This is an optimization exercise on Yosys and OpenROAD, whose aim is small area, a short achievable clock period and few clock cycles per item, not a production implementation.
In this exercise RTL edits were held to simulation tests only and were not proved equivalent to the original.
Power and IR drop assume default switching activity.

Setup of P:
==> flow/design.v <==
module insertion_sort
  (
   clk,
   rst,
   src_tvalid,
   src_tready,
   src_tdata,
   src_tlast,
   dest_tvalid,
   dest_tready,
   dest_tdata,
   dest_tlast,
   tlast_err
   );
   parameter DATA_WIDTH = 8;
   parameter ADDR_WIDTH = 6;
   localparam N = 2**ADDR_WIDTH;
   input clk;
   input rst;
   input  src_tvalid;
   output src_tready;
   input  [DATA_WIDTH-1:0] src_tdata;
   input  src_tlast;
   output dest_tvalid;
   input  dest_tready;
   output [DATA_WIDTH-1:0] dest_tdata;
   output dest_tlast;
   output tlast_err;
   reg [DATA_WIDTH-1:0] data [0:N-1];   
   reg [N-1:0]          mark;           
   reg [ADDR_WIDTH:0]   n;              
   reg [ADDR_WIDTH:0]   nc;             
   reg [ADDR_WIDTH-1:0] pos;            
   reg                  full;           
   reg                  have;           
   reg [DATA_WIDTH-1:0] x;              
   reg                  xv;             
   reg                  xlast;          
   wire out = have && dest_tready && !rst;
   wire ins = xv && (!full || out);     
   assign src_tready = !rst && (!xv || !full || (have && dest_tready));
   assign dest_tvalid = have && !rst;
   assign dest_tdata = data[0];
   assign dest_tlast = mark[0];
   wire acc = src_tvalid && src_tready;
   wire pos_max = &pos;
   assign tlast_err = acc && pos_max && !src_tlast;
   wire done = ins && xlast;
   function lt8;
      input [DATA_WIDTH-1:0] a, b;
      integer j;
      begin
         lt8 = 1'b0;
         for (j = 0; j < DATA_WIDTH; j = j + 1)
           lt8 = (!a[j] && b[j]) || (!a[j] && lt8) || (b[j] && lt8);
      end
   endfunction
   function [N-1:0] therm;
      input [ADDR_WIDTH:0] v;
      reg [N-1:0] t;
      integer k, j;
      begin
         t = {N{1'b0}};
         t[0] = v[0];
         for (k = 1; k < ADDR_WIDTH; k = k + 1)
           for (j = 0; j < N/2; j = j + 1)
             if (j < (1 << k)) begin
                t[j+(1<<k)] = v[k] & t[j];
                t[j]        = v[k] | t[j];
             end
         therm = {N{v[ADDR_WIDTH]}} | t;
      end
   endfunction
   wire [N-1:0] Tn = therm(n);
   wire [N-1:0] Tc = therm(nc);
   reg [N+1:0] L;
   reg [N:0]   V;
   reg [N-1:0] s_dn, s_up, s_x, s_h;
   reg [DATA_WIDTH-1:0] d_dn, d_up, d_next [0:N-1];
   integer i;
   always @* begin
      L[0] = 1'b1;
      L[N+1] = 1'b0;
      for (i = 0; i < N; i = i + 1)
        L[i+1] = !ins || Tc[i] || (Tn[i] && lt8(data[i], x));
      for (i = 0; i < N; i = i + 1)
        V[i] = Tn[i];
      V[N] = 1'b0;
      for (i = 0; i < N; i = i + 1) begin
         s_dn[i] = out && L[i+2];
         s_up[i] = !out && !L[i];
         s_x[i]  = out ? (L[i+1] && !L[i+2]) : (L[i] && !L[i+1]);
         s_h[i]  = out ? !L[i+1] : L[i+1];
         d_dn = (i < N-1) ? data[(i+1)%N] : {DATA_WIDTH{1'b0}};
         d_up = (i > 0) ? data[(i+N-1)%N] : {DATA_WIDTH{1'b0}};
         d_next[i] = ({DATA_WIDTH{s_dn[i]}} & d_dn)
                   | ({DATA_WIDTH{s_up[i]}} & d_up)
                   | ({DATA_WIDTH{s_x[i]}}  & x)
                   | ({DATA_WIDTH{s_h[i]}}  & data[i]);
      end
   end
   wire [ADDR_WIDTH:0] n_next = n + ins - out;
   always @(posedge clk) begin
      for (i = 0; i < N; i = i + 1)
        data[i] <= d_next[i];
      for (i = 0; i < N; i = i + 1) begin
         if (rst)
           mark[i] <= 1'b0;
         else if (done && (out ? (V[i] && !V[i+1]) : ((i == 0 || V[(i+N-1)%N]) && !V[i])))
           mark[i] <= 1'b1;
         else if (out)
           mark[i] <= (i < N-1) ? mark[(i+1)%N] : 1'b0;
      end
      if (acc) begin
         x <= src_tdata;
         xlast <= src_tlast || pos_max;
      end
      xv <= acc || (xv && !ins);
      n <= n_next;
      full <= (n_next == N);
      if (done) begin
         nc <= n_next;
         have <= 1'b1;
      end else if (out) begin
         nc <= nc - 1'b1;
         have <= (nc != 1);
      end
      if (acc) pos <= (src_tlast || pos_max) ? 0 : pos + 1'b1;
      if (rst) begin
         n <= 0;
         nc <= 0;
         pos <= 0;
         full <= 1'b0;
         have <= 1'b0;
         xv <= 1'b0;
      end
   end
endmodule
clock: 10.0 ns
lec_check: 0
cap_margin: 20
core_margin: 2
core_utilization: 40
setup_slack_margin: 5
slew_margin: 20
run.sh (not shown) runs the stock make flow with config.mk's settings and CLKGATE_MAP_FILE= SYNTH_SCRIPT=/design/flow/synth_recipe.tcl, a recipe that flattens the netlist after the stock synthesis.
Testbench counts of P, summed over its fixed seeds: cycles 10,874, items 10,357.
## Diff of input files: Q against P
-- flow/design.v --
<<< P, line 34
   reg                  full;           
   reg                  have;           
   reg [DATA_WIDTH-1:0] x;              
   reg                  xv;             
   reg                  xlast;          
   wire out = have && dest_tready && !rst;
   wire ins = xv && (!full || out);     
   assign src_tready = !rst && (!xv || !full || (have && dest_tready));
   assign dest_tvalid = have && !rst;
   assign dest_tdata = data[0];
   assign dest_tlast = mark[0];
   wire acc = src_tvalid && src_tready;
   wire pos_max = &pos;
   assign tlast_err = acc && pos_max && !src_tlast;
   wire done = ins && xlast;
   function lt8;
      input [DATA_WIDTH-1:0] a, b;
>>> Q, line 34
   reg                  full;           
   reg                  have;           
   wire out = have && dest_tready && !rst;
   assign src_tready = !rst && (!full || (have && dest_tready));
   assign dest_tvalid = have && !rst;
   assign dest_tdata = data[0];
   assign dest_tlast = mark[0];
   wire ins = src_tvalid && src_tready;
   wire pos_max = &pos;
   assign tlast_err = ins && pos_max && !src_tlast;
   wire done = ins && (src_tlast || pos_max);
   function lt8;
      input [DATA_WIDTH-1:0] a, b;
<<< P, line 56
      end
   endfunction
   function [N-1:0] therm;
      input [ADDR_WIDTH:0] v;
>>> Q, line 52
      end
   endfunction
   reg [N+1:0] L;
   reg [N:0]   V;
   reg [N-1:0] s_dn, s_up, s_x, s_h;
   reg [DATA_WIDTH-1:0] d_dn, d_up, d_next [0:N-1];
   function [N-1:0] therm;
      input [ADDR_WIDTH:0] v;
<<< P, line 74
   wire [N-1:0] Tn = therm(n);
   wire [N-1:0] Tc = therm(nc);
   reg [N+1:0] L;
   reg [N:0]   V;
   reg [N-1:0] s_dn, s_up, s_x, s_h;
   reg [DATA_WIDTH-1:0] d_dn, d_up, d_next [0:N-1];
   integer i;
   always @* begin
>>> Q, line 74
   wire [N-1:0] Tn = therm(n);
   wire [N-1:0] Tc = therm(nc);
   integer i;
   always @* begin
<<< P, line 83
      L[N+1] = 1'b0;
      for (i = 0; i < N; i = i + 1)
        L[i+1] = !ins || Tc[i] || (Tn[i] && lt8(data[i], x));
      for (i = 0; i < N; i = i + 1)
        V[i] = Tn[i];
>>> Q, line 79
      L[N+1] = 1'b0;
      for (i = 0; i < N; i = i + 1)
        L[i+1] = !ins || Tc[i] || (Tn[i] && lt8(data[i], src_tdata));
      for (i = 0; i < N; i = i + 1)
        V[i] = Tn[i];
<<< P, line 96
         d_next[i] = ({DATA_WIDTH{s_dn[i]}} & d_dn)
                   | ({DATA_WIDTH{s_up[i]}} & d_up)
                   | ({DATA_WIDTH{s_x[i]}}  & x)
                   | ({DATA_WIDTH{s_h[i]}}  & data[i]);
      end
>>> Q, line 92
         d_next[i] = ({DATA_WIDTH{s_dn[i]}} & d_dn)
                   | ({DATA_WIDTH{s_up[i]}} & d_up)
                   | ({DATA_WIDTH{s_x[i]}}  & src_tdata)
                   | ({DATA_WIDTH{s_h[i]}}  & data[i]);
      end
<<< P, line 112
           mark[i] <= (i < N-1) ? mark[(i+1)%N] : 1'b0;
      end
      if (acc) begin
         x <= src_tdata;
         xlast <= src_tlast || pos_max;
      end
      xv <= acc || (xv && !ins);
      n <= n_next;
      full <= (n_next == N);
>>> Q, line 108
           mark[i] <= (i < N-1) ? mark[(i+1)%N] : 1'b0;
      end
      n <= n_next;
      full <= (n_next == N);
<<< P, line 126
         have <= (nc != 1);
      end
      if (acc) pos <= (src_tlast || pos_max) ? 0 : pos + 1'b1;
      if (rst) begin
         n <= 0;
>>> Q, line 117
         have <= (nc != 1);
      end
      if (done)     pos <= 0;
      else if (ins) pos <= pos + 1'b1;
      if (rst) begin
         n <= 0;
<<< P, line 133
         full <= 1'b0;
         have <= 1'b0;
         xv <= 1'b0;
      end
   end
>>> Q, line 125
         full <= 1'b0;
         have <= 1'b0;
      end
   end
--- outcome ---
The estimated power of Q ends up higher than the estimate for P. Relative to P, the final cell count of Q is higher by about 2.4%. Synthesis left Q with fewer flip-flops than P. | worst setup slack | Q vs P | 4.8 ps lower |. Between P and Q, maximum fanout along the worst path increased. P has a lower global-route usage than Q. Looking at number of buffer and inverter instances along the worst setup path, Q sits 1 higher than P does.
Testbench counts of Q, summed over its fixed seeds: cycles 10,866, items 10,357.

-- re-timing with driven ports --
No port has a modelled driver above. Below, the same layouts with a new extraction and two added sets of constraints. Step 1 (the two cells are an assumption about what drives the block):
set clk [get_ports {clk}]
set_driving_cell -lib_cell sky130_fd_sc_hd__clkbuf_16 $clk
set_driving_cell -lib_cell sky130_fd_sc_hd__buf_2 [delete_from_list [all_inputs] $clk]
Step 2, shift: input delay + t, output delay - t, t = (earliest + latest rising clock arrival at the registers) / 2. This alone moves slack from input paths to output paths. Slacks: ideal / step 1 / step 2; pairs: ideal / step 1.
run	t (ns)	slack for setup (ns)	hold WS [ns]	worst setup path at the end
P	0.689	5.075 / 5.040 / 4.533	0.486 / 0.486 / 0.486	input to register
Q	0.677	5.070 / 5.039 / 4.495	0.494 / 0.494 / 0.494	input to register
After both steps every run listed still meets setup and hold. The setup slack of Q, which loses most, moves by -0.031 ns with the drivers and by -0.575 ns with both steps.
